Source: an optimization exercise on an open RTL-to-GDS flow (aim: small area). Production flows keep margins and buffers that such runs may drop.
Where RTL was checked, it was by simulation tests only, not by an equivalence proof against the original.
Function not checked in runs 1 to 3 and 5 to 7: the RTL went through the layout flow alone.
Power and IR drop assume default switching activity.

`flow/config.mk`:
```
export PLATFORM = sky130hd
export DESIGN_NAME = ro_puf_ctrl
export DESIGN_NICKNAME = ro_puf_ctrl
export VERILOG_FILES = /design/flow/design.v
export SDC_FILE = /design/flow/constraint.sdc
export NUM_CORES = 4
export LEC_CHECK = 0
export CAP_MARGIN = 20
export CORE_MARGIN = 2
export CORE_UTILIZATION = 40
export SLEW_MARGIN = 20
```
`flow/constraint.sdc`:
```
create_clock -name core_clock -period 12.0 [get_ports {clock}]
set_input_delay 2.4000 -clock core_clock [delete_from_list [all_inputs] [get_ports {clock}]]
set_output_delay 2.4000 -clock core_clock [all_outputs]
set_load 0.01 [all_outputs]
```
`flow/design.v`:
```
`timescale 1ns / 1ps
module PUF_FSM (
    input  wire         clock,
    input  wire         reset,
    input  wire         start,
    input  wire         puf_request,
    input  wire         wdone,       
    input  wire         puf_out,     
    input  wire [11:0]  dm1,         
    output wire         done,
    output wire [255:0] crp,
    output wire [11:0]  oc,
    output reg  [3:0]   sel1,
    output reg  [3:0]   sel2,
    output reg  [3:0]   rng1,
    output reg  [3:0]   rng2
);
    reg  [1:0] st;
    reg        idx8;
    wire s0 = (st == 2'd0);
    wire s1 = (st == 2'd1);
    wire s2 = (st == 2'd2);
    wire s3 = (st == 2'd3);
    wire run = st[0];
    assign done = s2;
    reg [5:0] cnt;      
    reg [5:0] ones;     
    reg [11:0] pd;      
    reg [11:0] d0;      
    reg [10:0] md;      
    wire eq = (sel1 == sel2);
    wire last = s1 ? (cnt[5] & cnt[4] & cnt[1]) : (cnt[2] & cnt[0]);
    wire pe = run & wdone & (last | eq);           
    always @(posedge clock, posedge reset) begin
        if (reset) begin
            st   <= 2'd0;
            idx8 <= 1'b0;
            sel1 <= 4'd0;
            sel2 <= 4'd0;
        end else begin
            case (st)
                2'd0: if (start) st <= 2'd1;
                2'd1: if (idx8) st <= 2'd2;
                2'd2: if (puf_request) st <= 2'd3;
                2'd3: if (idx8) st <= 2'd2;
            endcase
            if (s0 | idx8) begin
                idx8 <= 1'b0;
                sel1 <= 4'd0;
                sel2 <= 4'd0;
            end else if (pe) begin
                {idx8, sel1, sel2} <= {1'b0, sel1, sel2} + 9'd1;
            end
        end
    end
    always @(posedge clock) begin
        if (!run | pe) begin
            cnt  <= 6'd0;
            ones <= 6'd0;
        end else if (wdone) begin
            cnt  <= cnt + 6'd1;
            ones <= ones + {5'd0, puf_out};
        end
    end
    wire [11:0] cd = pd - d0;
    assign oc = s0 ? 12'd0 : cd;
    always @(posedge clock) begin
        if (s0 | (s1 & pe)) begin
            pd <= 12'd0;
            d0 <= 12'd0;
        end else if (s1 & wdone) begin
            pd <= dm1;
            if (cnt == 6'd0)
                d0 <= dm1;
        end
    end
    wire close = (dm1[11:1] == 11'd0) | ((&dm1[11:2]) & (dm1[1] ^ dm1[0]));
    wire [10:0] cabs = cd[10:0] ^ {11{cd[11]}};
    wire setrng = s1 & pe & ~eq & close & (cabs >= md);
    always @(posedge clock) begin
        if (s0)
            md <= 11'd0;
        else if (setrng)
            md <= cabs;
    end
    always @(posedge clock, posedge reset) begin
        if (reset) begin
            rng1 <= 4'd0;
            rng2 <= 4'd1;
        end else if (setrng) begin
            rng1 <= sel2;
            rng2 <= sel1;
        end
    end
    wire good = (ones > 6'd45) | (ones < 6'd5);
    wire resp = (ones >= 6'd3);
    wire [15:0] row, col;
    genvar i, j;
    generate
        for (i = 0; i < 16; i = i + 1) begin : g_dec
            assign row[i] = (sel1 == i);
            assign col[i] = (sel2 == i);
        end
    endgenerate
    wire wg = s1 & pe & good;
    wire wr = s3 & pe & resp;
    wire clrcrp = s2 & puf_request;
    wire [255:0] pg, cr;
    generate
        for (i = 0; i < 16; i = i + 1) begin : g_row
            for (j = 0; j < 16; j = j + 1) begin : g_col
                if (i == j) begin : g_diag
                    assign pg[16*i+j] = 1'b0;
                    assign cr[16*i+j] = 1'b0;
                end else begin : g_bit
                    reg g, c;
                    always @(posedge clock) begin
                        if (s0)
                            g <= 1'b0;
                        else if (wg & row[i] & col[j])
                            g <= 1'b1;
                    end
                    always @(posedge clock) begin
                        if (clrcrp)
                            c <= 1'b0;
                        else if (wr & row[i] & col[j] & g)
                            c <= 1'b1;
                    end
                    assign pg[16*i+j] = g;
                    assign cr[16*i+j] = c;
                end
            end
        end
    endgenerate
    assign crp = cr;
endmodule
`timescale 1ns / 1ps
`default_nettype none
module ro_puf_ctrl (
    input  wire         clock,
    input  wire         reset,
    input  wire         enable,
    input  wire         puf_request,
    input  wire [3:0]   select1,
    input  wire [3:0]   select2,
    input  wire [191:0] counter_outs,
    output wire         puf_out,
    output wire         done,
    output wire [255:0] crp,
    output wire [11:0]  oc,
    output wire [3:0]   sel1,
    output wire [3:0]   sel2,
    output wire [3:0]   rng1,
    output wire [3:0]   rng2,
    output wire         ro_enable,
    output wire         ro_reset,
    output wire         cnt_enable,
    output wire         cnt_reset
);
    reg [5:0] cc;
    always @(posedge clock, posedge reset)
        if (reset) cc <= 6'd0;
        else if (enable) cc <= cc + 6'd1;
    wire wdone = &cc;
    wire [3:0] s1 = sel1 | (select1 & {4{done}});
    wire [3:0] s2 = sel2 | (select2 & {4{done}});
    reg [11:0] a, b;
    integer k;
    always @(*) begin
        a = 12'd0;
        b = 12'd0;
        for (k = 0; k < 16; k = k + 1) begin
            a = a | (counter_outs[12*k +: 12] & {12{s1 == k}});
            b = b | (counter_outs[12*k +: 12] & {12{s2 == k}});
        end
    end
    wire [12:0] sum = {1'b0, a} + {1'b0, ~b};    
    assign puf_out = sum[12];
    PUF_FSM fsm (
        .clock(clock), .reset(reset), .start(enable), .puf_request(puf_request),
        .wdone(wdone), .puf_out(puf_out), .dm1(sum[11:0]),
        .done(done), .crp(crp), .oc(oc), .sel1(sel1), .sel2(sel2),
        .rng1(rng1), .rng2(rng2));
    assign cnt_enable = ~wdone;
    assign cnt_reset  = (cc == 6'd2) | reset;
    assign ro_enable  = (enable & (cc > 6'd2)) | done;
    assign ro_reset   = reset | ((cc <= 6'd2) & ~done);
endmodule
`default_nettype wire
```
`flow/flow/run.sh`:
```
#!/bin/bash
# Standard layout, with the port buffers made of buf_1 cells.
set -o pipefail
export BUFFER_PORTS_ARGS="-buffer_cell sky130_fd_sc_hd__buf_1"
bash standard.sh > standard.log 2>&1
```
`flow/standard.sh`:
```
#!/bin/bash
# synth_recipe.tcl (not shown) runs the flow's synth.tcl, then flattens the netlist and writes it again
# the make line also repeats each setting of config.mk as NAME=value (left out here)
make -C /OpenROAD-flow-scripts/flow DESIGN_CONFIG=/design/flow/config.mk WORK_HOME=/design/flow/orfs CLKGATE_MAP_FILE= SYNTH_SCRIPT=/design/flow/synth_recipe.tcl "${@:-finish}"
```
==> qor.yml, run 1 <==
clock_tree:
  hold_buffers: 0
  cts-root-buf: "clkbuf_16"
  clock_path_buffers: 3
  cts_inserted_buffers: 58
  cts_tree: "yes"
  cts_setup_buffers: 0
  clock_sinks: 552
  ctsResizeCount: 0
  clkLatencyLatePin_ns: 0.63
  htree_levels: 2
  path_clk_slew_ns: 0.06
timing:
  setup_viol: 0
  min_period_ns: 8.021
  rsz0062_at_grt: "no"
  finalCritPeriodShare_pct: 66.84
  worst_slew_pin_slew_ns: 1.094
  final.setup.tns_ns: 0
  final.setup_skew_ns: 0.05954
  relSlewSlack_pct: 26.80
  final_hold_viol_count: 0
  slew_violations: 0
  fmax_mhz: 124.7
power_and_ir_drop:
  power_frac_clock_pct: 32.5
  comb_power_share_pct: 32.5
  p_sw_share_pct: 32.79
  cellLeakagePower_nw: 10.61
  irDropWorstVdd_v: 0.0003307
  pwr_density_cell_nw_per_um2: 205.8
  p_total_mw: 5.561
  switchingPower_mw: 1.823
  pwr-share-seq_pct: 35.0
  internal_power_mw: 3.737
placement:
  io_buffers: 477
  dp.cells: 3706
  routabilityCongestion: 0.9995
  hpwl_mm: 62.00
route:
  drt_iter0_markers: 1963
  via_per_inst: 5.771
  dr_total_vias: 21990
  wire_per_inst_um: 23.77
  drc: 0
  detail-route-antenna-nets: 0
  routed_wl_mm: 90.56
  first_pass_iters: 6
global_route:
  grt_antenna_before_repair: 1
  grt_pass1_vias: 21000
  overflow: 0
  track_usage_pct: 27.37
  grt_max_degree: 92
  grt_pass1_wl_mm: 132.3
die:
  num_io_pins: 494
  initial_utilization_pct: 40.59
  die_area_um2: 63360
  die_w_um: 251.7
  die_h_um: 251.7
  core_region_area_um2: 60470
  fp-row-count: 90
worst_setup_path:
  crit_type: "input pin to output port"
  cp-start-kind: "input pin"
  cp-end-kind: "output port"
  path_max_fanout: 12
  required_ns: 9.60
  arrival_ns: 5.62
final_layout:
  layout_common_cells: "nor2_1 (591), dfxtp_1 (527), buf_1 (477), a21oi_1 (279), a31oi_1 (242)"
  layout_commonest_cell: "nor2_1"
  nets: 3235
  layout-drive-gt1-share_pct: 6.935
  fillers: 5951
  finalNonFillerCells: 3810
  diodes: 0
  area_delta_synth_final_pct: 10.08
synth:
  synth-edff-count: 0
  seq_area_frac_synth_pct: 45.54
  synth-main-ff-cell: "dfxtp_1"
  ys_seq_elements: 552
  postSynthCellCount: 2837
  synth_area_per_cell_um2: 8.652
  synth_area_um2: 24540
  synth_top_area_share_pct: 42.98
  synth_warnings: 2
  synth_area_leader_cell: "dfxtp_1"
  synthDistinctLibCells: 78
  synth_area_leaders: "dfxtp_1 (43%), nor2_1 (9.1%), buf_4 (8.1%), a31oi_1 (6.2%), a21oi_1 (5.7%)"
  synthArstFlopShare_pct: 4.529
hold_path:
  hp-class: "flip-flop to flip-flop"
job:
  drv_cap: 0
status:
  status: "no timing/DRC/antenna violations"
-- metal layers --
metal	global-route usage [%]	share of wire [%]	vias up
li1	-	-	10040
met1	34.55	41	10660
met2	45.49	47	1067
met3	4.653	7.3	218
met4	12.96	4.8	2
met5	0	0.014	-
-- worst max-delay path, stage by stage --
cell and delay [ns]:
buf_1 0.12, o21ai_0 0.14, nand3_1 0.18, nor2_1 0.07
buf_4 0.20, a22o_1 0.24, a221oi_1 0.22, nand3_1 0.10
nor2_1 0.13, ha_1 0.22, inv_1 0.07, fa_1 0.44
nor2b_4 0.16, o2111a_1 0.30, o31ai_2 0.12, o21bai_1 0.13
a21o_1 0.16, buf_1 0.21
-- cell usage after synthesis (all sizes together) (3+ instances only) --
cell type  count
nor2         604
dfxtp        527
buf          304
a21oi        279
a31oi        242
clkbuf       156
nand2         70
a221oi        66
a22o          66
a22oi         61
ha            44
inv           40
nand3         38
nand4         27
nor3          27
o21ai         25
dfrtp         24
xor2          21
xnor2         19
and2          18
nand2b        17
a21o          13
mux2i         13
nor2b         12
and3          11
nor4          11
a211oi        10
xnor3          9
mux2           8
or2            7
or3            7
o21a           6
and4           5
o2111ai        5
o211ai         5
a311o          3
nand3b         3
o21bai         3
o22ai          3
-- stage by stage --
step / cell area (um2) / hold slack (ns) / worst slack, ns / utilization [%]
floorplan: 24600 / 0.4358 / 4.667 / -
global placement: 25030 / 0.4455 / 4.048 / 41.39
detailed placement: 25040 / 0.4527 / 4.006 / 41.40
CTS: 26980 / 0.4628 / 3.993 / 44.62
global route: 27020 / 0.4783 / 3.653 / 44.68
finish: 27020 / 0.4610 / 3.979 / 44.68
-- worst paths after layout --
| kind | from | to | slack, ns | depth (start not counted) |
|---|---|---|---|---|
| max in group asynchronous | reset | fsm.rng2[0]$_DFFE_PP1P_ | 9.79 | 3 |
| min in group asynchronous | reset | fsm.rng2[2]$_DFFE_PP0P_ | 1.81 | 3 |
| worst max-delay path | select2[0] | puf_out | 3.98 | 18 |
| worst max register to register | fsm.st[1]$_DFFE_PP0P_ | fsm.rng2[2]$_DFFE_PP0P_ | 5.99 | 20 |
| worst min-delay path | fsm.g_row[10].g_col[4].g_bit.c$_SDFFE_PP0P_ | fsm.g_row[10].g_col[4].g_bit.c$_SDFFE_PP0P_ | 0.46 | 2 |
| worst min register to register | fsm.g_row[10].g_col[4].g_bit.c$_SDFFE_PP0P_ | fsm.g_row[10].g_col[4].g_bit.c$_SDFFE_PP0P_ | 0.46 | 2 |
-- flip-flops by register name, summed over array words and instances (netlist names), 6 cells and up --
| name | flops |
|---|---|
| fsm.g_row.g_col.g_bit.c | 240 |
| fsm.g_row.g_col.g_bit.g | 240 |
| fsm.d0 | 12 |
| fsm.pd | 12 |
| fsm.md | 11 |
| cc | 6 |
| fsm.cnt | 6 |
| fsm.ones | 6 |
-- cell families after synthesis --
logic type	after synthesis	share of synthesized area, %
other	1	0.01528
buffers and inverters	500	11.96
adders and majority gates	46	2.406
and+or+nand+nor	864	15.77
xor gates and xnor gates	49	2.253
DFF	552	45.54
AOI/OAI and AO/OA	804	21.16
muxes	21	0.8972
-- final cells by class --
cell class              instances  area (um2)  area share, %
well taps                     782       978.4          3.621
inverters                      40       150.1         0.5557
flip-flops and latches        552       11180          41.37
multi-input cells            1800       10550          39.06
clock inverters                18       235.2         0.8706
repair buffers                533        2211          8.183
clock buffers                  85        1714          6.344
-- power groups by stage --
stage	sequential, mW	combinational (mW)	clock [mW]
6_report	1.94	1.81	1.81
5_1_grt	1.95	1.99	1.91
4_1_cts	1.94	1.80	1.84
3_5_place_dp	1.98	1.78	0
3_3_place_gp	1.98	1.74	0
2_1_floorplan	1.97	1.31	0
==> inputs of run 2 (changes only) <==
==> flow/flow/run.sh (replaced) <==
#!/bin/bash
# Standard layout (the standard.sh), with two changes:
#  - port buffers are buf_1 cells;
#  - the clock tree uses small clock buffers and no dummy loads.
set -o pipefail
export BUFFER_PORTS_ARGS="-buffer_cell sky130_fd_sc_hd__buf_1"
export CTS_ARGS="-sink_clustering_enable -repair_clock_nets -dont_use_dummy_load -buf_list sky130_fd_sc_hd__clkbuf_4 -sink_clustering_size 8 -sink_clustering_max_diameter 30"
bash standard.sh > standard.log 2>&1
--- a/flow/config.mk
+++ b/flow/config.mk
@@ -8,4 +8,4 @@
 export CAP_MARGIN = 20
 export CORE_MARGIN = 2
-export CORE_UTILIZATION = 40
+export CORE_UTILIZATION = 60
 export SLEW_MARGIN = 20
==> qor.yml, run 2 <==
synth:
  synth_area_per_cell_um2: 8.652
  synth_area_leader_cell: "dfxtp_1"
  synth_warnings: 2
  synthTopCellsByCount: "nor2_1 (592), dfxtp_1 (527), a21oi_1 (279), buf_4 (265), a31oi_1 (242)"
  synth-edff-count: 0
  yosysMostFrequentCell: "nor2_1"
  synth_area_um2: 24540
  seq_area_frac_synth_pct: 45.54
  synthArstFlopShare_pct: 4.529
  synthDistinctLibCells: 78
  postSynthCellCount: 2837
  synth_area_leaders: "dfxtp_1 (43%), nor2_1 (9.1%), buf_4 (8.1%), a31oi_1 (6.2%), a21oi_1 (5.7%)"
  ys_seq_elements: 552
  synth-main-ff-cell: "dfxtp_1"
  synth_top_area_share_pct: 42.98
timing:
  setup_viol: 0
  rsz0062_at_grt: "no"
  relSlewSlack_pct: 21.46
  min_period_ns: 8.512
  finalCritPeriodShare_pct: 70.94
  worst_slew_pin_slew_ns: 1.178
  final.setup.tns_ns: 0
  slew_violations: 0
  final.setup_skew_ns: 0.1252
  setup_slack_ns: 3.488
  final_hold_viol_count: 0
  fmax_mhz: 117.5
worst_setup_path:
  reg2reg_slack_ns: 5.90
  required_ns: 9.60
  crit_type: "input pin to output port"
  path_max_fanout: 12
  r2r_start: "fsm.st[1]$_DFFE_PP0P_"
  r2r_end: "fsm.md[10]$_SDFFE_PP0P_"
  arrival_ns: 6.11
  cp-start-kind: "input pin"
  worst_r2r_path_depth: 20
  cp-end-kind: "output port"
power_and_ir_drop:
  switchingPower_mw: 1.700
  cellLeakagePower_nw: 10.01
  internal_power_mw: 3.043
  pwr_density_cell_nw_per_um2: 186.7
  power_frac_clock_pct: 20.3
  p_sw_share_pct: 35.84
  pwr-share-seq_pct: 41.0
  p_total_mw: 4.743
  irDropWorstVdd_v: 0.0006178
  comb_power_share_pct: 38.7
route:
  via_per_inst: 6.425
  detail-route-antenna-nets: 0
  wirelength_met1_mm: 33.09
  dr_total_vias: 22780
  wl_met2_mm: 40.97
  drc: 0
  first_pass_iters: 7
  top_layer: "met4"
  wl_met3_mm: 8.490
  wire_per_inst_um: 24.72
  routed_wl_mm: 87.64
  drt_iter0_markers: 2483
hold_path:
  worstHoldEndpoint: "fsm.g_row[3].g_col[9].g_bit.c$_SDFFE_PP0P_"
  hold_depth: 2
  min_from: "fsm.g_row[3].g_col[9].g_bit.g$_SDFFE_PP0P_"
  hp-class: "flip-flop to flip-flop"
clock_tree:
  clock_path_buffers: 3
  cts_setup_buffers: 0
  hold_buffers: 0
  cts_tree: "yes"
  ctsResizeCount: 0
  path_clk_slew_ns: 0.08
  cts_inserted_buffers: 95
  clkLatencyLatePin_ns: 0.86
  htree_levels: 3
  clock_sinks: 552
  cts-root-buf: "clkbuf_4"
final_layout:
  layout-drive-gt1-share_pct: 6.879
  nets: 3261
  reg_top3: "fsm.g_row.g_col.g_bit.c: 240 flops, fsm.g_row.g_col.g_bit.g: 240 flops"
  layout_commonest_cell: "nor2_1"
  area_delta_synth_final_pct: 3.482
  layout_common_cells: "nor2_1 (588), dfxtp_1 (527), buf_1 (477), a21oi_1 (279), a31oi_1 (242)"
die:
  die_w_um: 206.3
  num_io_pins: 494
  fp-row-count: 74
  initial_utilization_pct: 60.39
  core_region_area_um2: 40650
  die_area_um2: 42540
  die_h_um: 206.3
placement:
  routabilityCongestion: 1.001
  dp_slack_ns: 3.546
  hpwl_mm: 62.57
  io_buffers: 477
status:
  status: "no timing/DRC/antenna violations"
global_route:
  track_usage_pct: 39.85
  grt_pass1_vias: 21930
  overflow: 0
  grt_pass1_wl_mm: 128.2
  grt_max_degree: 227
  grt_antenna_before_repair: 6
job:
  drv_cap: 0
run 2: cell counts after synthesis:
No cell type changed its count.
run 2: how the worst max path moves through the flow:
stage	from	cells past startpoint	end
floorplan	select2[1]	16	puf_out
global placement	select1[3]	16	puf_out
detailed placement	select1[3]	16	puf_out
CTS	select1[3]	16	puf_out
global route	select1[3]	16	puf_out
finish	select1[3]	16	puf_out
run 2: cells by family after synthesis:
logic type	Yosys count	synth area share, %
other	1	0.01528
AO/OA/AOI/OAI	804	21.16
flip-flops	552	45.54
AND/OR/NAND/NOR	864	15.77
buffers and inverters	500	11.96
XOR/XNOR	49	2.253
multiplexers	21	0.8972
adder cells (fa/ha/maj)	46	2.406
run 2: critical path, stage by stage:
cell,delay [ns]
buf_1,0.12
a21o_1,0.20
nand2b_1,0.20
nor2_1,0.83
a22o_1,0.28
a221oi_1,0.05
nand4_1,0.15
ha_1,0.24
inv_1,0.08
fa_1,0.44
nor2b_4,0.16
o2111a_1,0.30
o31ai_2,0.14
o21bai_1,0.16
a21o_1,0.18
buf_1,0.18
run 2: layout make-up:
| type | count | area [um2] |
|---|---|---|
| Fill cell | 3508 | 15250 |
| Antenna cell | 4 | 10.01 |
| Tap cell | 532 | 665.6 |
| Sequential cell | 552 | 11180 |
| Timing Repair Buffer | 522 | 2141 |
| Multi-Input combinational cell | 1800 | 10540 |
| Inverter | 40 | 150.1 |
| Clock buffer | 95 | 713.2 |
run 2: power groups by stage:
stage                     clock network (mW)  logic, mW  registers (mW)
after floorplan                            0       1.31            1.97
after global placement                     0       1.72            1.98
after detailed placement                   0       1.80            1.98
after CTS                              0.968       1.81            1.94
after global routing                    1.04       2.03            1.95
final                                  0.963       1.83            1.94
run 2: per-layer routing:
metal | up-vias | GRT usage [%]
li1 | 10070 | -
met1 | 11010 | 47.61
met2 | 1378 | 65.29
met3 | 318 | 10.34
met4 | 0 | 22.27
met5 | - | 0
run 2: through the flow:
step / hold slack [ns] / instance area, um2 / instances / util (%)
global route: 0.4789 / 25390 / 3543 / 62.48
detailed placement: 0.4526 / 24660 / 3445 / 60.66
global placement: 0.4439 / 24650 / 3444 / 60.64
floorplan: 0.4358 / 24600 / 2852 / -
finish: 0.4412 / 25400 / 3545 / 62.49
CTS: 0.4305 / 25370 / 3540 / 62.41
==> inputs of run 3 (changes only) <==
==> flow/flow/run.sh (replaced) <==
#!/bin/bash
# Standard layout (the standard.sh), with two changes:
#  - port buffers are buf_1 cells;
#  - the clock tree uses small clock buffers and no dummy loads.
set -o pipefail
export BUFFER_PORTS_ARGS="-buffer_cell sky130_fd_sc_hd__buf_1"
export CTS_ARGS="-sink_clustering_enable -repair_clock_nets -dont_use_dummy_load -buf_list sky130_fd_sc_hd__clkbuf_8 -sink_clustering_size 14 -sink_clustering_max_diameter 40"
bash standard.sh > standard.log 2>&1
==> qor.yml, run 3 <==
synth:
  synthTopCellsByCount: "nor2_1 (592), dfxtp_1 (527), a21oi_1 (279), buf_4 (265), a31oi_1 (242)"
  postSynthCellCount: 2837
  synth_area_per_cell_um2: 8.652
  seq_area_frac_synth_pct: 45.54
  synth-main-ff-cell: "dfxtp_1"
  synth_warnings: 2
  ys_seq_elements: 552
  synthArstFlopShare_pct: 4.529
  synth_top_area_share_pct: 42.98
  synth_area_leaders: "dfxtp_1 (43%), nor2_1 (9.1%), buf_4 (8.1%), a31oi_1 (6.2%), a21oi_1 (5.7%)"
  synth_area_um2: 24540
  yosysMostFrequentCell: "nor2_1"
  synth-edff-count: 0
  synth_area_leader_cell: "dfxtp_1"
  synthDistinctLibCells: 78
status:
  status: "no timing/DRC/antenna violations"
final_layout:
  post-route-util_pct: 62.67
  nets: 3222
  layout-drive-gt1-share_pct: 5.690
  multi_input_area_um2: 10560
  layout_common_cells: "nor2_1 (587), dfxtp_1 (527), buf_1 (477), a21oi_1 (279), a31oi_1 (242)"
  register_area_um2: 11180
  reg_top3: "fsm.g_row.g_col.g_bit.c: 240 flops, fsm.g_row.g_col.g_bit.g: 240 flops"
  layout_commonest_cell: "nor2_1"
  area_delta_synth_final_pct: 3.783
  fillers: 3462
clock_tree:
  hold_buffers: 0
  cts_inserted_buffers: 57
  cts_tree: "yes"
  htree_levels: 2
  clock_path_buffers: 3
  clock_sinks: 552
  cts_setup_buffers: 0
  ctsResizeCount: 0
  clkLatencyLatePin_ns: 0.67
  cts-root-buf: "clkbuf_8"
  path_clk_slew_ns: 0.06
timing:
  hold_slack_ns: 0.4658
  final.setup.tns_ns: 0
  slew_violations: 0
  finalCritPeriodShare_pct: 70.81
  relSlewSlack_pct: 25.61
  worst_slew_pin_slew_ns: 1.116
  min_period_ns: 8.498
  fmax_mhz: 117.7
  final.setup_skew_ns: 0.07600
  setup_slack_ns: 3.502
  rsz0062_at_grt: "no"
  final_hold_viol_count: 0
  setup_viol: 0
worst_setup_path:
  cp-start-kind: "input pin"
  r2r_end: "fsm.md[0]$_SDFFE_PP0P_"
  path_max_fanout: 12
  required_ns: 9.60
  cp-end-kind: "output port"
  r2r_start: "fsm.st[1]$_DFFE_PP0P_"
  crit_slowest_cell: "nor2_1"
  reg2reg_slack_ns: 5.86
  arrival_ns: 6.10
  path_buf_inv: 3
  crit_family: "simple AND/OR/NAND/NOR gates"
  slowest_delay_ns: 0.85
  startpoint: "select1[3]"
  cp.depth: 16
  critical_path.endpoint: "puf_out"
  path_cells: "buf_1, a21o_1, nand2b_1, nor2_1, a22o_1, a221oi_1, nand4_1, ha_1, inv_1, fa_1, nor2b_4, o2111a_1, o31ai_2, o21bai_1, a21o_1, buf_1"
  worst_r2r_path_depth: 20
  crit_type: "input pin to output port"
global_route:
  track_usage_pct: 39.66
  grt_antenna_before_repair: 4
  grt_max_degree: 227
  grt_pass1_wl_mm: 128.1
  grt_pass1_vias: 21710
  overflow: 0
route:
  drc: 0
  dr_total_vias: 22740
  detail-route-antenna-nets: 0
  wire_per_inst_um: 25.18
  first_pass_iters: 7
  routed_wl_mm: 88.22
  drt_iter0_markers: 2744
  via_per_inst: 6.491
job:
  drv_cap: 0
placement:
  hpwl_mm: 62.57
  io_buffers: 477
  dp_slack_ns: 3.546
  routabilityCongestion: 1.001
power_and_ir_drop:
  cellLeakagePower_nw: 10.01
  pwr_density_cell_nw_per_um2: 188.5
  irDropWorstVdd_v: 0.0006527
hold_path:
  hp-class: "flip-flop to flip-flop"
die:
  fp-row-count: 74
  core_region_area_um2: 40650
  die_w_um: 206.3
  die_h_um: 206.3
  num_io_pins: 494
  initial_utilization_pct: 60.39
  die_area_um2: 42540
run 3: changes by cell type in the layout (fill, tap and decap cells not counted), sizes merged:
cell	before	now
clkbuf	95	57
diode	4	2
buf	522	521
run 3: worst min-delay path: cells and delay by family (launching register included):
| kind | cells | cell delay [ns] |
|---|---|---|
| flip-flops | 1 | 0.32 |
| AND/OR/NAND/NOR | 1 | 0.07 |
| AO/OA/AOI/OAI | 1 | 0.04 |
run 3: cells by family (layout without fill, tap and decap cells):
| group | after synthesis | count (layout) | share of synthesized area (%) |
|---|---|---|---|
| AO/OA/AOI/OAI | 804 | 804 | 21.16 |
| adder cells (fa/ha/maj) | 46 | 46 | 2.406 |
| multiplexers | 21 | 21 | 0.8972 |
| other | 1 | 18 | 0.01528 |
| flip-flops | 552 | 552 | 45.54 |
| AND/OR/NAND/NOR | 864 | 864 | 15.77 |
| buffers and inverters | 500 | 618 | 11.96 |
| XOR/XNOR | 49 | 49 | 2.253 |
run 3: worst min-delay path by stage:
| stage | startpoint | end | cells after the start |
|---|---|---|---|
| after floorplan | fsm.idx8$_DFFE_PP0P_ | fsm.st[0]$_DFFE_PP0P_ | 1 |
| after global placement | fsm.g_row[0].g_col[4].g_bit.c$_SDFFE_PP0P_ | fsm.g_row[0].g_col[4].g_bit.c$_SDFFE_PP0P_ | 2 |
| after detailed placement | fsm.g_row[6].g_col[2].g_bit.c$_SDFFE_PP0P_ | fsm.g_row[6].g_col[2].g_bit.c$_SDFFE_PP0P_ | 2 |
| after CTS | fsm.d0[9]$_SDFFE_PP0P_ | fsm.d0[9]$_SDFFE_PP0P_ | 2 |
| after global routing | fsm.d0[3]$_SDFFE_PP0P_ | fsm.d0[3]$_SDFFE_PP0P_ | 2 |
| final | fsm.g_row[14].g_col[15].g_bit.c$_SDFFE_PP0P_ | fsm.g_row[14].g_col[15].g_bit.c$_SDFFE_PP0P_ | 2 |
run 3: area by class of cell:
type	instances	share of cell area, %
repair buffers	521	8.375
clock buffers	57	3.080
flip-flops and latches	552	43.88
diodes	2	0.01965
inverters	40	0.5894
multi-input cells	1800	41.45
well taps	532	2.613
run 3: metal layers:
metal / vias up / global-route usage [%] / wire length (um)
li1: 9955 / - / -
met1: 11000 / 47.65 / 33100
met2: 1466 / 65.41 / 41010
met3: 319 / 9.429 / 8866
met4: 0 / 21.91 / 5242
met5: - / 0 / 0
run 3: report_power, final:
part / internal [mW] / switching (mW)
clock: 0.420 / 0.591
sequential: 1.89 / 0.0548
combinational: 0.792 / 1.05
run 3: through the flow:
step | power, mW | area [um2] | instances
final | 4.801 | 25470 | 3504
after detailed placement | 3.782 | 24660 | 3445
after floorplan | 3.279 | 24600 | 2852
after CTS | 4.769 | 25440 | 3502
after global routing | 5.068 | 25470 | 3502
after global placement | 3.699 | 24650 | 3444
==> inputs of run 4 (changes only) <==
--- a/flow/design.v
+++ b/flow/design.v
@@ -64,7 +64,10 @@
     end
     wire [11:0] cd = pd - d0;
-    assign oc = s0 ? 12'd0 : cd;
-    always @(posedge clock) begin
-        if (s0 | (s1 & pe)) begin
+    assign oc = cd;
+    always @(posedge clock, posedge reset) begin
+        if (reset) begin
+            pd <= 12'd0;
+            d0 <= 12'd0;
+        end else if (s0 | (s1 & pe)) begin
             pd <= 12'd0;
             d0 <= 12'd0;
@@ -75,5 +78,5 @@
         end
     end
-    wire close = (dm1[11:1] == 11'd0) | ((&dm1[11:2]) & (dm1[1] ^ dm1[0]));
+    wire close = puf_out ? (dm1[11:1] == 11'd0) : ((&dm1[11:2]) & (dm1[1] ^ dm1[0]));
     wire [10:0] cabs = cd[10:0] ^ {11{cd[11]}};
     wire setrng = s1 & pe & ~eq & close & (cabs >= md);
@@ -176,5 +179,5 @@
     end
     wire [12:0] sum = {1'b0, a} + {1'b0, ~b};    
-    assign puf_out = sum[12];
+    assign puf_out = a > b;
     PUF_FSM fsm (
         .clock(clock), .reset(reset), .start(enable), .puf_request(puf_request),
==> flow/flow/run.sh (replaced) <==
#!/bin/bash
# Standard layout (the standard.sh), with two changes:
#  - port buffers are buf_1 cells;
#  - the clock tree uses small clock buffers and no dummy loads.
set -o pipefail
export BUFFER_PORTS_ARGS="-buffer_cell sky130_fd_sc_hd__buf_1"
export CTS_ARGS="-sink_clustering_enable -repair_clock_nets -dont_use_dummy_load -buf_list sky130_fd_sc_hd__clkbuf_4 -sink_clustering_size 8 -sink_clustering_max_diameter 30"
bash standard.sh > standard.log 2>&1
==> qor.yml, run 4 <==
synth:
  synthTopCellsByCount: "nor2_1 (585), dfxtp_1 (503), buf_4 (265), a21oi_1 (259), a31oi_1 (241)"
  synth-edff-count: 0
  seq_area_frac_synth_pct: 46.43
  synth_warnings: 2
  ys_seq_elements: 552
  synth_area_leader_cell: "dfxtp_1"
  synth-main-ff-cell: "dfxtp_1"
  synth_top_area_share_pct: 41.39
  synth_area_per_cell_um2: 8.634
  synthArstFlopShare_pct: 8.877
  synth_area_um2: 24330
  postSynthCellCount: 2818
  yosysMostFrequentCell: "nor2_1"
  synth_area_leaders: "dfxtp_1 (41%), nor2_1 (9.0%), buf_4 (8.2%), a31oi_1 (6.2%), a21oi_1 (5.3%)"
  synthDistinctLibCells: 79
status:
  status: "no timing/DRC/antenna violations"
worst_setup_path:
  r2r_start: "fsm.st[0]$_DFFE_PP0P_"
  arrival_ns: 5.94
  required_ns: 9.60
  r2r_end: "fsm.rng1[1]$_DFFE_PP0P_"
  startpoint: "select2[3]"
  worst_r2r_path_depth: 19
  cp-end-kind: "output port"
  reg2reg_slack_ns: 6.04
  critical_path.endpoint: "puf_out"
  path_max_fanout: 12
  cp-start-kind: "input pin"
  crit_type: "input pin to output port"
route:
  detail-route-antenna-nets: 0
  wire_per_inst_um: 24.38
  routed_wl_mm: 85.69
  drc: 0
  via_per_inst: 6.381
  drt_iter0_markers: 3105
  dr_total_vias: 22430
  first_pass_iters: 10
timing:
  slew_violations: 0
  final.setup.tns_ns: 0
  finalCritPeriodShare_pct: 69.52
  final.setup_skew_ns: 0.07918
  setup_viol: 0
  worst_slew_pin_slew_ns: 1.157
  fmax_mhz: 119.9
  hold_slack_ns: 0.4598
  rsz0062_at_grt: "no"
  min_period_ns: 8.343
  final_hold_viol_count: 0
  relSlewSlack_pct: 22.84
final_layout:
  reg_top3: "fsm.g_row.g_col.g_bit.c: 240 flops, fsm.g_row.g_col.g_bit.g: 240 flops"
  nets: 3235
  layout_commonest_cell: "nor2_1"
  fillers: 3504
  layout_common_cells: "nor2_1 (564), dfxtp_1 (503), buf_1 (477), a21oi_1 (259), a31oi_1 (241)"
  layout-drive-gt1-share_pct: 7.042
  multi_input_area_um2: 10250
  final_area_um2: 25180
  area_delta_synth_final_pct: 3.497
  post-route-util_pct: 63.09
  register_area_um2: 11300
  finalNonFillerCells: 3515
global_route:
  grt_max_degree: 241
  grt_pass1_vias: 21360
  grt_pass1_wl_mm: 126.3
  track_usage_pct: 39.39
  overflow: 0
  grt_antenna_before_repair: 8
placement:
  routabilityCongestion: 1.078
  hpwl_mm: 59.48
  io_buffers: 477
  dp.cells: 3412
  place_area_um2: 24390
die:
  num_io_pins: 494
  die_area_um2: 42180
  initial_utilization_pct: 60.96
  fp-row-count: 73
  die_w_um: 205.4
  core_region_area_um2: 39910
  die_h_um: 205.4
power_and_ir_drop:
  cellLeakagePower_nw: 10.09
  irDropWorstVdd_v: 0.0001399
  pwr_density_cell_nw_per_um2: 165.1
clock_tree:
  cts-root-buf: "clkbuf_4"
  clock_path_buffers: 3
  cts_inserted_buffers: 94
  htree_levels: 3
  cts_setup_buffers: 0
  clock_sinks: 552
  ctsResizeCount: 0
  path_clk_slew_ns: 0.08
  hold_buffers: 0
  clkLatencyLatePin_ns: 0.80
  cts_tree: "yes"
job:
  drv_cap: 0
hold_path:
  hp-class: "flip-flop to flip-flop"
## run 4: changes by cell type after synthesis, moves of 24 or more
cell / delta
a221oi_1: -64
a22o_1: -63
a22oi_1: +59
a222oi_1: +48
nand2_1: +31
dfrtp_1: +24
dfxtp_1: -24
## run 4: final cells by class
type,instances,area share [%]
sequential,552,44.86
clock buffer,94,2.802
antenna,8,0.07950
multi-input combinational,1780,40.69
inverter,46,0.6857
tap,525,2.609
timing repair buffer,510,8.273
## run 4: cell families after synthesis
group	after synthesis	share of synthesized area, %
buffers and inverters	501	12.03
adders and majority gates	47	2.479
other	1	0.01541
and+or+nand+nor	877	15.90
muxes	19	0.8228
DFF	552	46.43
AOI/OAI and AO/OA	769	20.45
xor gates and xnor gates	52	1.872
## run 4: critical path: stages
cell and delay (ns):
buf_1 0.09, a21o_1 0.17, nand2b_1 0.25, nor2_2 0.71, a22oi_1 0.21, nand4_1 0.16
nor2_1 0.06, ha_1 0.41, nand2_1 0.17, o41ai_1 0.41, o31ai_1 0.13, a21oi_1 0.51
buf_1 0.27
## run 4: worst min path at each step
| stage | from | cells after the start | to |
|---|---|---|---|
| after CTS | fsm.idx8$_DFFE_PP0P_ | 1 | fsm.st[0]$_DFFE_PP0P_ |
| final | fsm.idx8$_DFFE_PP0P_ | 1 | fsm.st[0]$_DFFE_PP0P_ |
| after global routing | fsm.g_row[4].g_col[12].g_bit.g$_SDFFE_PP0P_ | 2 | fsm.g_row[4].g_col[12].g_bit.g$_SDFFE_PP0P_ |
| after floorplan | fsm.idx8$_DFFE_PP0P_ | 1 | fsm.st[0]$_DFFE_PP0P_ |
| after detailed placement | fsm.g_row[8].g_col[6].g_bit.g$_SDFFE_PP0P_ | 2 | fsm.g_row[8].g_col[6].g_bit.g$_SDFFE_PP0P_ |
| after global placement | fsm.md[8]$_SDFFE_PP0P_ | 2 | fsm.md[8]$_SDFFE_PP0P_ |
## run 4: routing by layer
metal	vias to the layer above	part of all wire [%]	GRT usage (%)
met4	0	5.8	21.84
met5	-	0	0
li1	9971	-	-
met1	10790	38	49.04
met3	293	12	11.51
met2	1378	44	61.34
## run 4: per-stage QoR
| step | power, mW | worst slack [ns] |
|---|---|---|
| after floorplan | 2.859 | 4.787 |
| after global placement | 3.182 | 3.630 |
| after detailed placement | 3.216 | 3.534 |
| after CTS | 4.150 | 3.505 |
| after global routing | 4.381 | 3.566 |
| final | 4.157 | 3.657 |
## run 4: report_power, final
part / internal [mW] / switching (mW) / leakage (nW)
Clock: 0.358 / 0.597 / 0.433
Combinational: 0.476 / 0.796 / 4.97
Sequential: 1.89 / 0.0443 / 4.69
==> inputs of run 5 (changes only) <==
--- a/flow/design.v
+++ b/flow/design.v
@@ -8,4 +8,6 @@
     input  wire         puf_out,     
     input  wire [11:0]  dm1,         
+    input  wire [15:0]  row,         
+    input  wire [15:0]  col,         
     output wire         done,
     output wire [255:0] crp,
@@ -35,5 +37,4 @@
         if (reset) begin
             st   <= 2'd0;
-            idx8 <= 1'b0;
             sel1 <= 4'd0;
             sel2 <= 4'd0;
@@ -46,12 +47,13 @@
             endcase
             if (s0 | idx8) begin
-                idx8 <= 1'b0;
                 sel1 <= 4'd0;
                 sel2 <= 4'd0;
             end else if (pe) begin
-                {idx8, sel1, sel2} <= {1'b0, sel1, sel2} + 9'd1;
+                {sel1, sel2} <= {sel1, sel2} + 8'd1;
             end
         end
     end
+    always @(posedge clock)
+        idx8 <= ~s0 & ~idx8 & pe & (&{sel1, sel2});
     always @(posedge clock) begin
         if (!run | pe) begin
@@ -98,12 +100,5 @@
     wire good = (ones > 6'd45) | (ones < 6'd5);
     wire resp = (ones >= 6'd3);
-    wire [15:0] row, col;
     genvar i, j;
-    generate
-        for (i = 0; i < 16; i = i + 1) begin : g_dec
-            assign row[i] = (sel1 == i);
-            assign col[i] = (sel2 == i);
-        end
-    endgenerate
     wire wg = s1 & pe & good;
     wire wr = s3 & pe & resp;
@@ -168,4 +163,12 @@
     wire [3:0] s1 = sel1 | (select1 & {4{done}});
     wire [3:0] s2 = sel2 | (select2 & {4{done}});
+    wire [15:0] h1, h2;
+    genvar i;
+    generate
+        for (i = 0; i < 16; i = i + 1) begin : g_dec
+            assign h1[i] = (s1 == i);
+            assign h2[i] = (s2 == i);
+        end
+    endgenerate
     reg [11:0] a, b;
     integer k;
@@ -174,6 +177,6 @@
         b = 12'd0;
         for (k = 0; k < 16; k = k + 1) begin
-            a = a | (counter_outs[12*k +: 12] & {12{s1 == k}});
-            b = b | (counter_outs[12*k +: 12] & {12{s2 == k}});
+            a = a | (counter_outs[12*k +: 12] & {12{h1[k]}});
+            b = b | (counter_outs[12*k +: 12] & {12{h2[k]}});
         end
     end
@@ -182,5 +185,5 @@
     PUF_FSM fsm (
         .clock(clock), .reset(reset), .start(enable), .puf_request(puf_request),
-        .wdone(wdone), .puf_out(puf_out), .dm1(sum[11:0]),
+        .wdone(wdone), .puf_out(puf_out), .dm1(sum[11:0]), .row(h1), .col(h2),
         .done(done), .crp(crp), .oc(oc), .sel1(sel1), .sel2(sel2),
         .rng1(rng1), .rng2(rng2));
==> flow/flow/run.sh (replaced) <==
#!/bin/bash
# Standard layout (the standard.sh), with two changes:
#  - port buffers are buf_1 cells;
#  - the clock tree uses small clock buffers and no dummy loads.
set -o pipefail
export BUFFER_PORTS_ARGS="-buffer_cell sky130_fd_sc_hd__buf_1"
export CTS_ARGS="-sink_clustering_enable -repair_clock_nets -dont_use_dummy_load -buf_list sky130_fd_sc_hd__clkbuf_4 -sink_clustering_size 9 -sink_clustering_max_diameter 60"
bash standard.sh > standard.log 2>&1
==> qor.yml, run 5 <==
status:
  status: "no timing/DRC/antenna violations"
final_layout:
  final_area_um2: 25100
  nets: 3230
  reg_top3: "fsm.g_row.g_col.g_bit.c: 240 flops, fsm.g_row.g_col.g_bit.g: 240 flops"
  area_delta_synth_final_pct: 3.867
  post-route-util_pct: 63.18
  layout_commonest_cell: "nor2_1"
  layout_common_cells: "nor2_1 (565), dfxtp_1 (504), buf_1 (477), a21oi_1 (264), a31oi_1 (245)"
  layout-drive-gt1-share_pct: 6.141
worst_setup_path:
  path_max_fanout: 22
  path_cells: "buf_1, a21o_1, nand2b_1, nor2_4, buf_4, a22o_1, a221oi_1, nand3_1, nor2_1, ha_1, a21oi_1, o21ai_1, a22o_1, o41ai_1, inv_1, buf_1"
  crit_family: "compound AO/OA/AOI/OAI gates"
  cp.depth: 16
  crit_type: "input pin to output port"
  path_buf_inv: 4
  critical_path.endpoint: "puf_out"
  arrival_ns: 6.78
  worst_r2r_path_depth: 18
  r2r_start: "fsm.st[1]$_DFFE_PP0P_"
  cp-start-kind: "input pin"
  slowest_delay_ns: 0.63
  cp-end-kind: "output port"
  reg2reg_slack_ns: 4.82
  crit_slowest_cell: "nor2_4"
  required_ns: 9.60
  r2r_end: "fsm.rng1[3]$_DFFE_PP0P_"
  startpoint: "select2[3]"
timing:
  finalCritPeriodShare_pct: 76.53
  fmax_mhz: 108.9
  final.setup.tns_ns: 0
  hold_slack_ns: 0.4560
  final_hold_viol_count: 0
  final.setup_skew_ns: 0.08413
  rsz0062_at_grt: "no"
  worst_slew_pin_slew_ns: 1.138
  slew_violations: 0
  relSlewSlack_pct: 24.15
  setup_viol: 0
  min_period_ns: 9.184
route:
  drt_iter0_markers: 2604
  dr_total_vias: 22320
  detail-route-antenna-nets: 0
  routed_wl_mm: 85.23
  via_per_inst: 6.363
  first_pass_iters: 9
  wire_per_inst_um: 24.29
  drc: 0
power_and_ir_drop:
  pwr_density_cell_nw_per_um2: 173.7
  comb_power_share_pct: 35.6
  p_total_mw: 4.362
  internal_power_mw: 2.792
  pwr-share-seq_pct: 44.5
  irDropWorstVdd_v: 0.0001831
  cellLeakagePower_nw: 10.40
  p_sw_share_pct: 35.99
  switchingPower_mw: 1.570
  power_frac_clock_pct: 19.9
global_route:
  overflow: 0
  grt_pass1_wl_mm: 125.8
  grt_antenna_before_repair: 5
  track_usage_pct: 39.21
  grt_pass1_vias: 21270
  grt_max_degree: 102
synth:
  synth-main-ff-cell: "dfxtp_1"
  synth_area_leader_cell: "dfxtp_1"
  seq_area_frac_synth_pct: 46.72
  ys_seq_elements: 552
  synthArstFlopShare_pct: 8.696
  synth_top_area_share_pct: 41.75
  synthDistinctLibCells: 64
  synthTopCellsByCount: "nor2_1 (601), dfxtp_1 (504), a21oi_1 (264), buf_4 (257), a31oi_1 (245)"
  synth_warnings: 2
  yosysMostFrequentCell: "nor2_1"
  synth_area_leaders: "dfxtp_1 (42%), nor2_1 (9.3%), buf_4 (8.0%), a31oi_1 (6.3%), a21oi_1 (5.5%)"
  synth-edff-count: 0
  synth_area_um2: 24170
  postSynthCellCount: 2816
  synth_area_per_cell_um2: 8.583
clock_tree:
  cts_tree: "yes"
  hold_buffers: 0
  htree_levels: 3
  clock_sinks: 552
  path_clk_slew_ns: 0.10
  cts_setup_buffers: 0
  ctsResizeCount: 0
  clock_path_buffers: 3
  cts_inserted_buffers: 73
  cts-root-buf: "clkbuf_4"
  clkLatencyLatePin_ns: 0.78
job:
  drv_cap: 0
die:
  die_w_um: 204.7
  num_io_pins: 494
  fp-row-count: 73
  die_h_um: 204.7
  die_area_um2: 41900
  core_region_area_um2: 39730
  initial_utilization_pct: 60.83
placement:
  io_buffers: 477
  hpwl_mm: 57.79
  place_area_um2: 24480
  routabilityCongestion: 0.9934
hold_path:
  hp-class: "flip-flop to flip-flop"
  min_from: "fsm.g_row[3].g_col[8].g_bit.g$_SDFFE_PP0P_"
[run 5: changes by cell type after synthesis, moves of 8 or more]
cell	previous run	this run
a221oi_1	2	54
a22o_1	3	54
a222oi_1	48	0
a22oi_1	120	89
nor2_1	585	601
buf_1	4	18
and2_1	18	6
nor2_4	9	0
nor3_1	16	7
buf_4	265	257
[run 5: cell families after synthesis]
group	Yosys count	share of synthesized area (%)
mux	22	0.9577
xor+xnor	61	2.267
simple gates	845	14.69
fa+ha+maj	44	2.340
other cells	1	0.01552
buf+inv	495	11.86
flops	552	46.72
compound gates	796	21.15
[run 5: stage by stage]
| stage | setup WS [ns] | cells |
|---|---|---|
| 3_3_place_gp | 3.055 | 3428 |
| 2_1_floorplan | 4.423 | 2831 |
| 3_5_place_dp | 2.997 | 3428 |
| 4_1_cts | 2.984 | 3501 |
| 5_1_grt | 2.687 | 3508 |
| 6_report | 2.816 | 3508 |
[run 5: power groups by stage]
stage          sequential [mW]  clock [mW]  combinational, mW
2_1_floorplan             1.97           0               1.11
3_5_place_dp              1.98           0               1.53
6_report                  1.94       0.868               1.55
5_1_grt                   1.95       0.948               1.71
3_3_place_gp              1.98           0               1.49
4_1_cts                   1.94       0.883               1.54
[run 5: layer usage]
layer	global-route usage, %	wire length, um	vias to the layer above
met1	49.48	32870	10680
met4	19.36	4534	4
li1	-	-	9965
met2	60.88	38150	1347
met5	0	25	-
met3	12.03	9644	322
[run 5: area by class of cell]
class	instances	area [um2]
inverter	42	158.9
clock buffer	73	548.0
timing repair buffer	529	2193
fill	3573	14630
sequential	552	11290
multi-input combinational	1784	10250
tap	525	656.9
antenna	3	7.507
[run 5: how the worst min path moves through the flow]
stage / end / cells past startpoint
detailed placement: fsm.g_row[7].g_col[2].g_bit.c$_SDFFE_PP0P_ / 2
global route: fsm.md[5]$_SDFFE_PP0P_ / 2
finish: fsm.g_row[3].g_col[8].g_bit.c$_SDFFE_PP0P_ / 2
floorplan: fsm.st[0]$_DFFE_PP0P_ / 1
global placement: fsm.md[10]$_SDFFE_PP0P_ / 2
CTS: fsm.g_row[11].g_col[5].g_bit.c$_SDFFE_PP0P_ / 2
[run 5: worst min-delay path: cells and delay by family (launching register included)]
kind,cells,cell delay [ns]
DFF,1,0.32
AOI/OAI and AO/OA,1,0.07
and+or+nand+nor,1,0.07
==> inputs of run 6 (changes only) <==
--- a/flow/flow/run.sh
+++ b/flow/flow/run.sh
@@ -1,4 +1,4 @@
 #!/bin/bash
-# Standard layout (the standard.sh), with two changes:
+# Standard layout (the standard.sh), with these changes:
 #  - port buffers are buf_1 cells;
 #  - the clock tree uses small clock buffers and no dummy loads.
--- a/flow/config.mk
+++ b/flow/config.mk
@@ -8,4 +8,4 @@
 export CAP_MARGIN = 20
 export CORE_MARGIN = 2
-export CORE_UTILIZATION = 60
+export CORE_UTILIZATION = 72
 export SLEW_MARGIN = 20
==> qor.yml, run 6 <==
status:
  status: "no timing/DRC/antenna violations"
synth:
  synthDistinctLibCells: 64
  seq_area_frac_synth_pct: 46.72
  ys_seq_elements: 552
  synth-main-ff-cell: "dfxtp_1"
  synth_area_leaders: "dfxtp_1 (42%), nor2_1 (9.3%), buf_4 (8.0%), a31oi_1 (6.3%), a21oi_1 (5.5%)"
  synth_warnings: 2
  postSynthCellCount: 2816
  synthArstFlopShare_pct: 8.696
  synth_area_um2: 24170
  synth_top_area_share_pct: 41.75
  synth_area_per_cell_um2: 8.583
  synth_area_leader_cell: "dfxtp_1"
  yosysMostFrequentCell: "nor2_1"
  synth-edff-count: 0
  synthTopCellsByCount: "nor2_1 (601), dfxtp_1 (504), a21oi_1 (264), buf_4 (257), a31oi_1 (245)"
placement:
  io_buffers: 477
  routabilityCongestion: 1.049
  hpwl_mm: 55.85
hold_path:
  min_from: "fsm.g_row[9].g_col[3].g_bit.g$_SDFFE_PP0P_"
  hold_depth: 2
  hp-class: "flip-flop to flip-flop"
  worstHoldEndpoint: "fsm.g_row[9].g_col[3].g_bit.c$_SDFFE_PP0P_"
power_and_ir_drop:
  p_total_mw: 4.340
  pwr_density_cell_nw_per_um2: 173.6
  cellLeakagePower_nw: 10.39
  irDropWorstVdd_v: 0.0002794
worst_setup_path:
  path_cells: "buf_1, a21oi_1, or2_2, nor2_1, buf_4, a22o_1, a221oi_1, nand4_1, ha_1, a21oi_1, o21ai_1, a22o_1, o41ai_1, inv_1, buf_1"
  slowest_delay_ns: 0.83
  arrival_ns: 6.57
  r2r_end: "fsm.rng1[3]$_DFFE_PP0P_"
  required_ns: 9.60
  reg2reg_slack_ns: 4.97
  path_max_fanout: 7
  crit_type: "input pin to output port"
  worst_r2r_path_depth: 20
  cp-start-kind: "input pin"
  crit_family: "compound AO/OA/AOI/OAI gates"
  cp-end-kind: "output port"
  r2r_start: "fsm.st[1]$_DFFE_PP0P_"
  path_buf_inv: 4
  crit_slowest_cell: "nor2_1"
die:
  die_w_um: 187.2
  num_io_pins: 494
  fp-row-count: 67
  initial_utilization_pct: 72.62
  die_h_um: 187.2
  core_region_area_um2: 33280
  die_area_um2: 35050
timing:
  final_hold_viol_count: 0
  fmax_mhz: 111.5
  rsz0062_at_grt: "no"
  setup_viol: 0
  relSlewSlack_pct: 21.75
  worst_slew_pin_slew_ns: 1.169
  slew_violations: 0
  final.setup_skew_ns: 0.08207
  final.setup.tns_ns: 0
  min_period_ns: 8.972
  finalCritPeriodShare_pct: 74.76
final_layout:
  nets: 3227
  layout_commonest_cell: "nor2_1"
  layout-drive-gt1-share_pct: 5.710
  area_delta_synth_final_pct: 3.427
  layout_common_cells: "nor2_1 (574), dfxtp_1 (504), buf_1 (477), a21oi_1 (264), a31oi_1 (245)"
  reg_top3: "fsm.g_row.g_col.g_bit.c: 240 flops, fsm.g_row.g_col.g_bit.g: 240 flops"
clock_tree:
  htree_levels: 3
  clock_path_buffers: 3
  clkLatencyLatePin_ns: 0.73
  cts_setup_buffers: 0
  ctsResizeCount: 0
  clock_sinks: 552
  path_clk_slew_ns: 0.09
  hold_buffers: 0
  cts_tree: "yes"
  cts_inserted_buffers: 72
  cts-root-buf: "clkbuf_4"
route:
  detail-route-antenna-nets: 0
  wire_per_inst_um: 23.52
  drt_iter0_markers: 3234
  drc: 0
  via_per_inst: 6.619
  dr_total_vias: 22740
  routed_wl_mm: 80.81
  first_pass_iters: 9
global_route:
  grt_pass1_wl_mm: 121.2
  overflow: 0
  track_usage_pct: 44.12
  grt_max_degree: 186
  grt_pass1_vias: 21350
  grt_antenna_before_repair: 10
job:
  drv_cap: 0
==> run 6: cell count changes in the layout (fill, tap and decap cells not counted), moves of 4 or more <==
cell	previous run	this run
buf_4	51	47
diode_2	3	11
nor2_1	565	574
nor2_2	19	10
==> run 6: layer usage <==
layer / GRT usage [%] / up-vias / wire [um]
met2: 67.57 / 1674 / 35750
met1: 54.34 / 10760 / 29040
li1: - / 9946 / -
met4: 27.81 / 0 / 5523
met5: 0 / - / 0
met3: 13.73 / 368 / 10500
==> run 6: stage by stage <==
step	util, %	cell area (um2)	setup slack, ns	std cells	hold WS, ns
3_5_place_dp	73.26	24380	2.779	3352	0.4522
6_report	75.11	25000	3.028	3436	0.4592
5_1_grt	75.09	24990	2.827	3433	0.4838
2_1_floorplan	-	24230	4.423	2831	0.4208
4_1_cts	74.88	24920	2.768	3424	0.4462
3_3_place_gp	73.23	24370	2.917	3351	0.4448
==> run 6: cells by family (layout without fill, tap and decap cells) <==
logic type / Yosys count / in the layout / synth area share [%]
AND/OR/NAND/NOR: 845 / 845 / 14.69
other: 1 / 27 / 0.01552
flip-flops: 552 / 552 / 46.72
AO/OA/AOI/OAI: 796 / 796 / 21.15
adder cells (fa/ha/maj): 44 / 44 / 2.340
XOR/XNOR: 61 / 61 / 2.267
multiplexers: 22 / 22 / 0.9577
buffers and inverters: 495 / 641 / 11.86
==> run 6: power by group <==
part	leakage, nW	internal (mW)	switching (mW)
Sequential	4.67	1.89	0.0504
Clock	0.331	0.277	0.573
Combinational	5.40	0.614	0.934
Total	10.4	2.78	1.56
==> run 6: worst min-delay path, stage by stage (launching register included) <==
cell,delay [ns]
dfxtp_1,0.34
a31oi_1,0.08
nor2_1,0.08
==> run 6: layout make-up <==
| cell class | count | area, um2 |
|---|---|---|
| sequential | 552 | 11290 |
| antenna | 11 | 27.53 |
| timing repair buffer | 527 | 2196 |
| multi-input combinational | 1784 | 10220 |
| fill | 2479 | 8283 |
| inverter | 42 | 158.9 |
| clock buffer | 72 | 540.5 |
| tap | 448 | 560.5 |
==> run 6: worst max path at each step <==
| stage | slack (ns) | depth (start not counted) | to | startpoint |
|---|---|---|---|---|
| 3_5_place_dp | 2.78 | 16 | puf_out | select2[2] |
| 5_1_grt | 2.83 | 16 | puf_out | select2[2] |
| 2_1_floorplan | 4.42 | 14 | puf_out | select1[3] |
| 6_report | 3.03 | 15 | puf_out | select1[0] |
| 3_3_place_gp | 2.92 | 15 | puf_out | select2[0] |
| 4_1_cts | 2.77 | 16 | puf_out | select2[2] |
==> inputs of run 7 (changes only) <==
--- a/flow/design.v
+++ b/flow/design.v
@@ -66,10 +66,7 @@
     end
     wire [11:0] cd = pd - d0;
-    assign oc = cd;
-    always @(posedge clock, posedge reset) begin
-        if (reset) begin
-            pd <= 12'd0;
-            d0 <= 12'd0;
-        end else if (s0 | (s1 & pe)) begin
+    assign oc = s0 ? 12'd0 : cd;
+    always @(posedge clock) begin
+        if (s0 | (s1 & pe)) begin
             pd <= 12'd0;
             d0 <= 12'd0;
--- a/flow/config.mk
+++ b/flow/config.mk
@@ -8,4 +8,4 @@
 export CAP_MARGIN = 20
 export CORE_MARGIN = 2
-export CORE_UTILIZATION = 72
+export CORE_UTILIZATION = 60
 export SLEW_MARGIN = 20
==> qor.yml, run 7 <==
worst_setup_path:
  reg2reg_slack_ns: 5.02
  crit_type: "input pin to output port"
  critical_path.endpoint: "puf_out"
  path_cells: "buf_1, a21o_1, nand2b_1, nor2_4, buf_4, a222oi_1, nand3_1, nor2_1, ha_1, nand4_1, or4_1, o221ai_1, inv_2, buf_1"
  required_ns: 9.60
  crit_slowest_cell: "nor2_4"
  r2r_start: "fsm.st[0]$_DFFE_PP0P_"
  r2r_end: "fsm.md[6]$_SDFFE_PP0P_"
  cp-start-kind: "input pin"
  cp-end-kind: "output port"
  arrival_ns: 6.50
  path_max_fanout: 25
  startpoint: "select2[1]"
  path_buf_inv: 4
  worst_r2r_path_depth: 20
  crit_family: "simple AND/OR/NAND/NOR gates"
  crit_top_cell: "buf_1"
  cp.depth: 14
  slowest_delay_ns: 0.82
die:
  core_region_area_um2: 39910
  die_area_um2: 42270
  fp-row-count: 73
  die_h_um: 205.6
  die_w_um: 205.6
  num_io_pins: 494
  initial_utilization_pct: 61.10
final_layout:
  layout_commonest_cell: "nor2_1"
  final_area_um2: 25270
  layout_common_cells: "nor2_1 (587), dfxtp_1 (528), buf_1 (477), a21oi_1 (271), a31oi_1 (243)"
  nets: 3245
  layout-drive-gt1-share_pct: 6.377
  finalNonFillerCells: 3523
  area_delta_synth_final_pct: 3.632
  reg_top3: "fsm.g_row.g_col.g_bit.c: 240 flops, fsm.g_row.g_col.g_bit.g: 240 flops"
  post-route-util_pct: 63.31
global_route:
  grt_pass1_wl_mm: 127.9
  grt_pass1_vias: 21350
  grt_antenna_before_repair: 3
  grt_max_degree: 220
  overflow: 0
  track_usage_pct: 39.75
timing:
  final.setup_skew_ns: 0.08013
  finalCritPeriodShare_pct: 74.20
  worst_slew_pin_slew_ns: 1.140
  relSlewSlack_pct: 23.72
  min_period_ns: 8.904
  setup_slack_ns: 3.096
  setup_viol: 0
  slew_violations: 0
  final.setup.tns_ns: 0
  final_hold_viol_count: 0
  rsz0062_at_grt: "no"
  hold_slack_ns: 0.4641
  fmax_mhz: 112.3
synth:
  synth-edff-count: 0
  synth-main-ff-cell: "dfxtp_1"
  synth_warnings: 2
  seq_area_frac_synth_pct: 45.81
  muxShareOfSynthArea_pct: 1.483
  synthAdderAreaFrac_pct: 2.319
  synth_xor_area_share_pct: 2.191
  synthDistinctLibCells: 83
  synth_area_leader_cell: "dfxtp_1"
  synthTopCellsByCount: "nor2_1 (616), dfxtp_1 (528), a21oi_1 (271), buf_4 (260), a31oi_1 (243)"
  synthArstFlopShare_pct: 4.348
  synth_compound_area_share_pct: 20.18
  synth_area_um2: 24390
  ys_seq_elements: 552
  postSynthCellCount: 2842
  yosysMostFrequentCell: "nor2_1"
  yosys.area_share.simple_pct: 16.20
  synth_area_leaders: "dfxtp_1 (43%), nor2_1 (9.5%), buf_4 (8.0%), a31oi_1 (6.2%), a21oi_1 (5.6%)"
  synth_area_per_cell_um2: 8.581
  synth_top_family_by_area: "compound AO/OA/AOI/OAI gates"
  synth_top_area_share_pct: 43.35
clock_tree:
  hold_buffers: 0
  clock_sinks: 552
  htree_levels: 3
  clkLatencyLatePin_ns: 0.78
  cts-root-buf: "clkbuf_4"
  cts_inserted_buffers: 72
  ctsResizeCount: 0
  clock_path_buffers: 3
  path_clk_slew_ns: 0.09
  cts_tree: "yes"
  cts_setup_buffers: 0
route:
  wl_met3_mm: 9.845
  drc: 0
  dr_total_vias: 22580
  routed_wl_mm: 86.62
  drt_iter0_markers: 2867
  first_pass_iters: 9
  wirelength_met1_mm: 34.36
  via_per_inst: 6.410
  detail-route-antenna-nets: 0
  wire_per_inst_um: 24.59
  top_layer: "met4"
  wl_met2_mm: 38.02
power_and_ir_drop:
  internal_power_mw: 2.887
  power_frac_clock_pct: 18.9
  cellLeakagePower_nw: 10.28
  pwr-share-seq_pct: 42.9
  pwr_density_cell_nw_per_um2: 178.1
  switchingPower_mw: 1.614
  irDropWorstVdd_v: 0.0001374
  comb_power_share_pct: 38.2
  p_total_mw: 4.501
  p_sw_share_pct: 35.87
placement:
  hpwl_mm: 61.01
  io_buffers: 477
  routabilityCongestion: 1.050
  dp.cells: 3446
  dp_slack_ns: 3.197
  place_area_um2: 24660
hold_path:
  hold_depth: 2
  hp-class: "flip-flop to flip-flop"
job:
  drv_cap: 0
status:
  status: "no timing/DRC/antenna violations"
[run 7: kinds of logic after synthesis]
logic type,count (synthesis)
buf+inv,496
fa+ha+maj,44
compound gates,768
flops,552
other cells,1
mux,32
xor+xnor,46
simple gates,903
[run 7: routing by layer]
layer | GRT usage [%] | vias up
li1 | - | 10050
met1 | 51.39 | 10880
met2 | 61.22 | 1365
met3 | 11.02 | 283
met4 | 19.37 | 0
met5 | 0 | -
[run 7: power groups by stage]
stage               clock (mW)  sequential [mW]  combinational [mW]
CTS                      0.860             1.93                1.71
global route             0.933             1.94                1.88
detailed placement           0             1.97                1.70
finish                   0.851             1.93                1.72
global placement             0             1.97                1.65
floorplan                    0             1.96                1.21
[run 7: worst min-delay path by stage]
stage                                                from                                          to  slack [ns]
2_1_floorplan                            fsm.idx8$_DFF_P_                       fsm.st[0]$_DFFE_PP0P_        0.42
3_3_place_gp                             fsm.idx8$_DFF_P_                       fsm.st[0]$_DFFE_PP0P_        0.44
3_5_place_dp   fsm.g_row[4].g_col[9].g_bit.c$_SDFFE_PP0P_  fsm.g_row[4].g_col[9].g_bit.c$_SDFFE_PP0P_        0.45
4_1_cts                            fsm.md[1]$_SDFFE_PP0P_                      fsm.md[1]$_SDFFE_PP0P_        0.47
5_1_grt                           fsm.pd[10]$_SDFFE_PP0P_                     fsm.pd[10]$_SDFFE_PP0P_        0.49
6_report                           fsm.md[1]$_SDFFE_PP0P_                      fsm.md[1]$_SDFFE_PP0P_        0.46
[run 7: cell type report]
type	count	area, um2
antenna	3	7.507
tap	525	656.9
clock buffer	72	540.5
sequential	552	11170
timing repair buffer	520	2178
fill	3376	14640
multi-input combinational	1809	10560
inverter	42	157.7
[run 7: worst register-to-register path, cell delays in order, from the launching register on]
cell and delay, ns:
dfrtp_1 0.63, nand2b_1 0.36, inv_1 0.28, a21o_1 0.28, nand2b_1 0.33, nor2_4 0.83
buf_4 0.47, a22o_1 0.20, a221oi_1 0.06, and4_1 0.23, ha_1 0.22, inv_1 0.08
fa_1 0.21, and2b_2 0.27, o21a_4 0.23, a221oi_2 0.53, nand4_1 0.19, a2111oi_0 0.89
o21ai_1 0.18, buf_4 0.25, mux2i_1 0.15

## what the ideal ports hide
How much do the figures lean on ideal ports? The routed layouts below were timed once more, with nothing changed but the port constraints.
Step 1: set_driving_cell puts a clkbuf_16 on clock and a buf_2 on each other input, an assumption about the parent block.
Step 2 times the ports against the registers' clock, not the clock port: input delays grow and output delays shrink by t, the midpoint of the rising clock arrivals with the driver on.
a / b / c = ideal / step 1 / step 2; a / b = the first two.
| run | t, ns | slack for setup (ns) | worst setup path at the end | clock arrival spread, ns | slew at the worst register clock pin (ns) |
|---|---|---|---|---|---|
| run 1 | 0.657 | 3.979 / 3.955 / 3.955 | input to output | 0.060 / 0.061 | 0.06 / 0.06 |
| run 2 | 0.857 | 3.488 / 3.464 / 3.464 | input to output | 0.126 / 0.125 | 0.09 / 0.09 |
| run 3 | 0.685 | 3.502 / 3.476 / 3.476 | input to output | 0.076 / 0.076 | 0.09 / 0.09 |
| run 4 | 0.820 | 3.657 / 3.637 / 3.637 | input to output | 0.079 / 0.080 | 0.09 / 0.09 |
| run 5 | 0.795 | 2.816 / 2.783 / 2.783 | input to output | 0.093 / 0.093 | 0.11 / 0.11 |
| run 6 | 0.746 | 3.028 / 2.975 / 2.975 | input to output | 0.096 / 0.096 | 0.11 / 0.11 |
| run 7 | 0.801 | 3.096 / 3.061 / 3.061 | input to output | 0.087 / 0.087 | 0.11 / 0.11 |
After both steps every run listed still meets setup and hold. The setup slack of run 6, which loses most, moves by -0.053 ns with the drivers and by -0.053 ns with both steps.
